From an optimization exercise on the open Yosys and OpenROAD flow, aimed at small area and a short achievable clock period; shortcuts taken in it are not production practice.
Power and IR drop assume default switching activity.

==> inputs of trial 55 <==
==> flow/design.v (excerpt) <==
module reduce_prime2r(
    input               clk,rst_n,
    input [69:0]        c,
    output reg [24:0]   res
    );
clock: 5.3 ns
lec_check: 0
cap_margin: 20
core_margin: 2
core_utilization: 60
cts_buf_list: sky130_fd_sc_hd__clkbuf_4 sky130_fd_sc_hd__clkbuf_8
place_density: 0.75
setup_slack_margin: 2.8
slew_margin: 20
synth_hierarchical: 1
standard.sh (not shown) runs the stock make flow with config.mk's settings and CLKGATE_MAP_FILE= SYNTH_SCRIPT=/design/flow/synth_recipe.tcl, a recipe that flattens the netlist after the stock synthesis.
==> flow/flow/run.sh <==
#!/bin/bash
set -euo pipefail
export BUFFER_PORTS_ARGS="-buffer_cell sky130_fd_sc_hd__buf_1"
bash standard.sh > standard_flow.log 2>&1
==> trial 36: changes against trial 55 <==
--- a/flow/design.v
+++ b/flow/design.v
@@ -795,24 +795,12 @@
   wire m160;
   wire m161;
   wire m162;
   wire m163;
   wire m164;
   wire m165;
-  wire m166;
-  wire m167;
-  wire m168;
-  wire m169;
-  wire m170;
-  wire m171;
-  wire m172;
-  wire m173;
-  wire m174;
-  wire m175;
-  wire m176;
-  wire m177;
   assign m1 = ~ra[0] ^ ~rb[0];
   assign m2 = ~ra[0] & ~rb[0];
   assign m3 = ~ra[1] ^ rb[1];
   assign m4 = ~ra[1] & rb[1];
   assign m5 = ra[2] ^ rb[2];
   assign m6 = ra[2] & rb[2];
@@ -892,105 +880,93 @@
   assign m80 = m36 | (m35 & m34);
   assign m81 = m35 & m33;
   assign m82 = m40 | (m39 & m38);
   assign m83 = m39 & m37;
   assign m84 = m44 | (m43 & m42);
   assign m85 = m43 & m41;
-  assign m86 = m18 | (m17 & m70);
-  assign m87 = m17 & m71;
-  assign m88 = m72 | (m73 & m70);
-  assign m89 = m73 & m71;
-  assign m90 = m26 | (m25 & m74);
-  assign m91 = m25 & m75;
-  assign m92 = m76 | (m77 & m74);
-  assign m93 = m77 & m75;
-  assign m94 = m34 | (m33 & m78);
-  assign m95 = m33 & m79;
-  assign m96 = m80 | (m81 & m78);
-  assign m97 = m81 & m79;
-  assign m98 = m42 | (m41 & m82);
-  assign m99 = m41 & m83;
-  assign m100 = m84 | (m85 & m82);
-  assign m101 = m85 & m83;
-  assign m102 = m22 | (m21 & m88);
-  assign m103 = m21 & m89;
-  assign m104 = m74 | (m75 & m88);
-  assign m105 = m75 & m89;
-  assign m106 = m90 | (m91 & m88);
-  assign m107 = m91 & m89;
-  assign m108 = m92 | (m93 & m88);
-  assign m109 = m93 & m89;
-  assign m110 = m38 | (m37 & m96);
-  assign m111 = m37 & m97;
-  assign m112 = m82 | (m83 & m96);
-  assign m113 = m83 & m97;
-  assign m114 = m98 | (m99 & m96);
-  assign m115 = m99 & m97;
-  assign m116 = m100 | (m101 & m96);
-  assign m117 = m101 & m97;
-  assign m118 = m30 | (m29 & m108);
-  assign m119 = m29 & m109;
-  assign m120 = m78 | (m79 & m108);
-  assign m121 = m79 & m109;
-  assign m122 = m94 | (m95 & m108);
-  assign m123 = m95 & m109;
-  assign m124 = m96 | (m97 & m108);
-  assign m125 = m97 & m109;
-  assign m126 = m110 | (m111 & m108);
-  assign m127 = m111 & m109;
-  assign m128 = m112 | (m113 & m108);
-  assign m129 = m113 & m109;
-  assign m130 = m114 | (m115 & m108);
-  assign m131 = m115 & m109;
-  assign m132 = m116 | (m117 & m108);
-  assign m133 = m117 & m109;
-  assign m134 = m46 | (m45 & m132);
-  assign m135 = m45 & m133;
-  assign m136 = m14 | (m13 & m69);
-  assign m137 = m70 | (m71 & m69);
-  assign m138 = m86 | (m87 & m69);
-  assign m139 = m88 | (m89 & m69);
-  assign m140 = m102 | (m103 & m69);
-  assign m141 = m104 | (m105 & m69);
-  assign m142 = m106 | (m107 & m69);
-  assign m143 = m108 | (m109 & m69);
-  assign m144 = m118 | (m119 & m69);
-  assign m145 = m120 | (m121 & m69);
-  assign m146 = m122 | (m123 & m69);
-  assign m147 = m124 | (m125 & m69);
-  assign m148 = m126 | (m127 & m69);
-  assign m149 = m128 | (m129 & m69);
-  assign m150 = m130 | (m131 & m69);
-  assign m151 = m132 | (m133 & m69);
-  assign m152 = m134 | (m135 & m69);
-  assign m153 = m1 ^ ~rdg0;
-  assign m154 = m3 ^ m61;
-  assign m155 = m5 ^ m62;
-  assign m156 = m7 ^ m63;
-  assign m157 = m9 ^ m64;
-  assign m158 = m11 ^ m65;
-  assign m159 = ra[6] ^ rdg0 ^ m66;
-  assign m160 = m13 ^ m69;
-  assign m161 = m15 ^ m136;
-  assign m162 = m17 ^ m137;
-  assign m163 = m19 ^ m138;
-  assign m164 = m21 ^ m139;
-  assign m165 = m23 ^ m140;
-  assign m166 = m25 ^ m141;
-  assign m167 = m27 ^ m142;
-  assign m168 = m29 ^ m143;
-  assign m169 = m31 ^ m144;
-  assign m170 = m33 ^ m145;
-  assign m171 = m35 ^ m146;
-  assign m172 = m37 ^ m147;
-  assign m173 = m39 ^ m148;
-  assign m174 = m41 ^ m149;
-  assign m175 = m43 ^ m150;
-  assign m176 = m45 ^ m151;
-  assign m177 = ra[24] ^ rb[24] ^ rdg0 ^ m152;
-  wire [24:0] sum = {m177, m176, m175, m174, m173, m172, m171, m170, m169, m168, m167, m166, m165, m164, m163, m162, m161, m160, m159, m158, m157, m156, m155, m154, m153};
+  assign m86 = m72 | (m73 & m70);
+  assign m87 = m73 & m71;
+  assign m88 = m76 | (m77 & m74);
+  assign m89 = m77 & m75;
+  assign m90 = m80 | (m81 & m78);
+  assign m91 = m81 & m79;
+  assign m92 = m84 | (m85 & m82);
+  assign m93 = m85 & m83;
+  assign m94 = m88 | (m89 & m86);
+  assign m95 = m89 & m87;
+  assign m96 = m92 | (m93 & m90);
+  assign m97 = m93 & m91;
+  assign m98 = m96 | (m97 & m94);
+  assign m99 = m97 & m95;
+  assign m100 = m90 | (m91 & m94);
+  assign m101 = m91 & m95;
+  assign m102 = m74 | (m75 & m86);
+  assign m103 = m75 & m87;
+  assign m104 = m78 | (m79 & m94);
+  assign m105 = m79 & m95;
+  assign m106 = m82 | (m83 & m100);
+  assign m107 = m83 & m101;
+  assign m108 = m18 | (m17 & m70);
+  assign m109 = m17 & m71;
+  assign m110 = m22 | (m21 & m86);
+  assign m111 = m21 & m87;
+  assign m112 = m26 | (m25 & m102);
+  assign m113 = m25 & m103;
+  assign m114 = m30 | (m29 & m94);
+  assign m115 = m29 & m95;
+  assign m116 = m34 | (m33 & m104);
+  assign m117 = m33 & m105;
+  assign m118 = m38 | (m37 & m100);
+  assign m119 = m37 & m101;
+  assign m120 = m42 | (m41 & m106);
+  assign m121 = m41 & m107;
+  assign m122 = m46 | (m45 & m98);
+  assign m123 = m45 & m99;
+  assign m124 = m14 | (m13 & m69);
+  assign m125 = m70 | (m71 & m69);
+  assign m126 = m108 | (m109 & m69);
+  assign m127 = m86 | (m87 & m69);
+  assign m128 = m110 | (m111 & m69);
+  assign m129 = m102 | (m103 & m69);
+  assign m130 = m112 | (m113 & m69);
+  assign m131 = m94 | (m95 & m69);
+  assign m132 = m114 | (m115 & m69);
+  assign m133 = m104 | (m105 & m69);
+  assign m134 = m116 | (m117 & m69);
+  assign m135 = m100 | (m101 & m69);
+  assign m136 = m118 | (m119 & m69);
+  assign m137 = m106 | (m107 & m69);
+  assign m138 = m120 | (m121 & m69);
+  assign m139 = m98 | (m99 & m69);
+  assign m140 = m122 | (m123 & m69);
+  assign m141 = m1 ^ ~rdg0;
+  assign m142 = m3 ^ m61;
+  assign m143 = m5 ^ m62;
+  assign m144 = m7 ^ m63;
+  assign m145 = m9 ^ m64;
+  assign m146 = m11 ^ m65;
+  assign m147 = ra[6] ^ rdg0 ^ m66;
+  assign m148 = m13 ^ m69;
+  assign m149 = m15 ^ m124;
+  assign m150 = m17 ^ m125;
+  assign m151 = m19 ^ m126;
+  assign m152 = m21 ^ m127;
+  assign m153 = m23 ^ m128;
+  assign m154 = m25 ^ m129;
+  assign m155 = m27 ^ m130;
+  assign m156 = m29 ^ m131;
+  assign m157 = m31 ^ m132;
+  assign m158 = m33 ^ m133;
+  assign m159 = m35 ^ m134;
+  assign m160 = m37 ^ m135;
+  assign m161 = m39 ^ m136;
+  assign m162 = m41 ^ m137;
+  assign m163 = m43 ^ m138;
+  assign m164 = m45 ^ m139;
+  assign m165 = ra[24] ^ rb[24] ^ rdg0 ^ m140;
+  wire [24:0] sum = {m165, m164, m163, m162, m161, m160, m159, m158, m157, m156, m155, m154, m153, m152, m151, m150, m149, m148, m147, m146, m145, m144, m143, m142, m141};
   always @(posedge clk or negedge rst_n)
     if (!rst_n) res <= 25'd0;
     else res <= sum;
 endmodule
 module fa_cell(input a, b, c, output s, co);
   assign s = a ^ b ^ c;
==> notes <==
Trial 55 ran to the end with no violations. Trial 36 produced a clean layout. Against trial 36, the utilization of trial 55 is lower by 4.7 points. In trial 55 the cell count is smaller than in trial 36, by about 3.2%. In trial 36 the wire length is larger than in trial 55, by about 13%. Of trial 55 and trial 36, trial 36 has the higher sequential power (gap about 2%, measured against trial 36). Against trial 55, the combinational power of trial 36 is larger by 15%. Between trial 55 and trial 36, the lower clock skew is in trial 55 (gap 0.0033 ns). Of trial 55 and trial 36, trial 36 has the higher non-clock buffer count (gap 18). In critical path depth, trial 36 and trial 55 do not differ. Between trial 36 and trial 55, the lower power is in trial 55 (gap about 11%, measured against trial 55). First-iteration DRC count: trial 55 is lower than trial 36 (about 18%). In trial 55 the clock power is lower than in trial 36, by 14%.
Function was not checked in any run of this note: the RTL went through the layout flow alone.

## afterwards: timing with drivers on the ports
Ports are ideal in the flow. The routed layouts listed here were re-timed in OpenROAD. Step 1 (the two cells are an assumption about what drives the block):
set clk [get_ports {clk}]
set_driving_cell -lib_cell sky130_fd_sc_hd__clkbuf_16 $clk
set_driving_cell -lib_cell sky130_fd_sc_hd__buf_2 [delete_from_list [all_inputs] $clk]
Step 2 moves the port delays by t, midway between the first and last clock arrival at a register: inputs arrive t later, outputs are due t later. That takes back most of the time a late clock gives input paths. Slacks: ideal ports / drivers / drivers and shift; pairs: ideal ports / drivers.
| run | shift t [ns] | setup slack, ns | cell pins on the clock port's net |
|---|---|---|---|
| trial 55 | 0.366 | 2.651 / 2.649 / 2.283 | 1 |
| trial 36 | 0.377 | 2.463 / 2.448 / 2.072 | 1 |
After both steps setup and hold are still met in every run listed. The setup slack of trial 36, which loses most, moves by -0.015 ns with the drivers and by -0.391 ns with both steps.
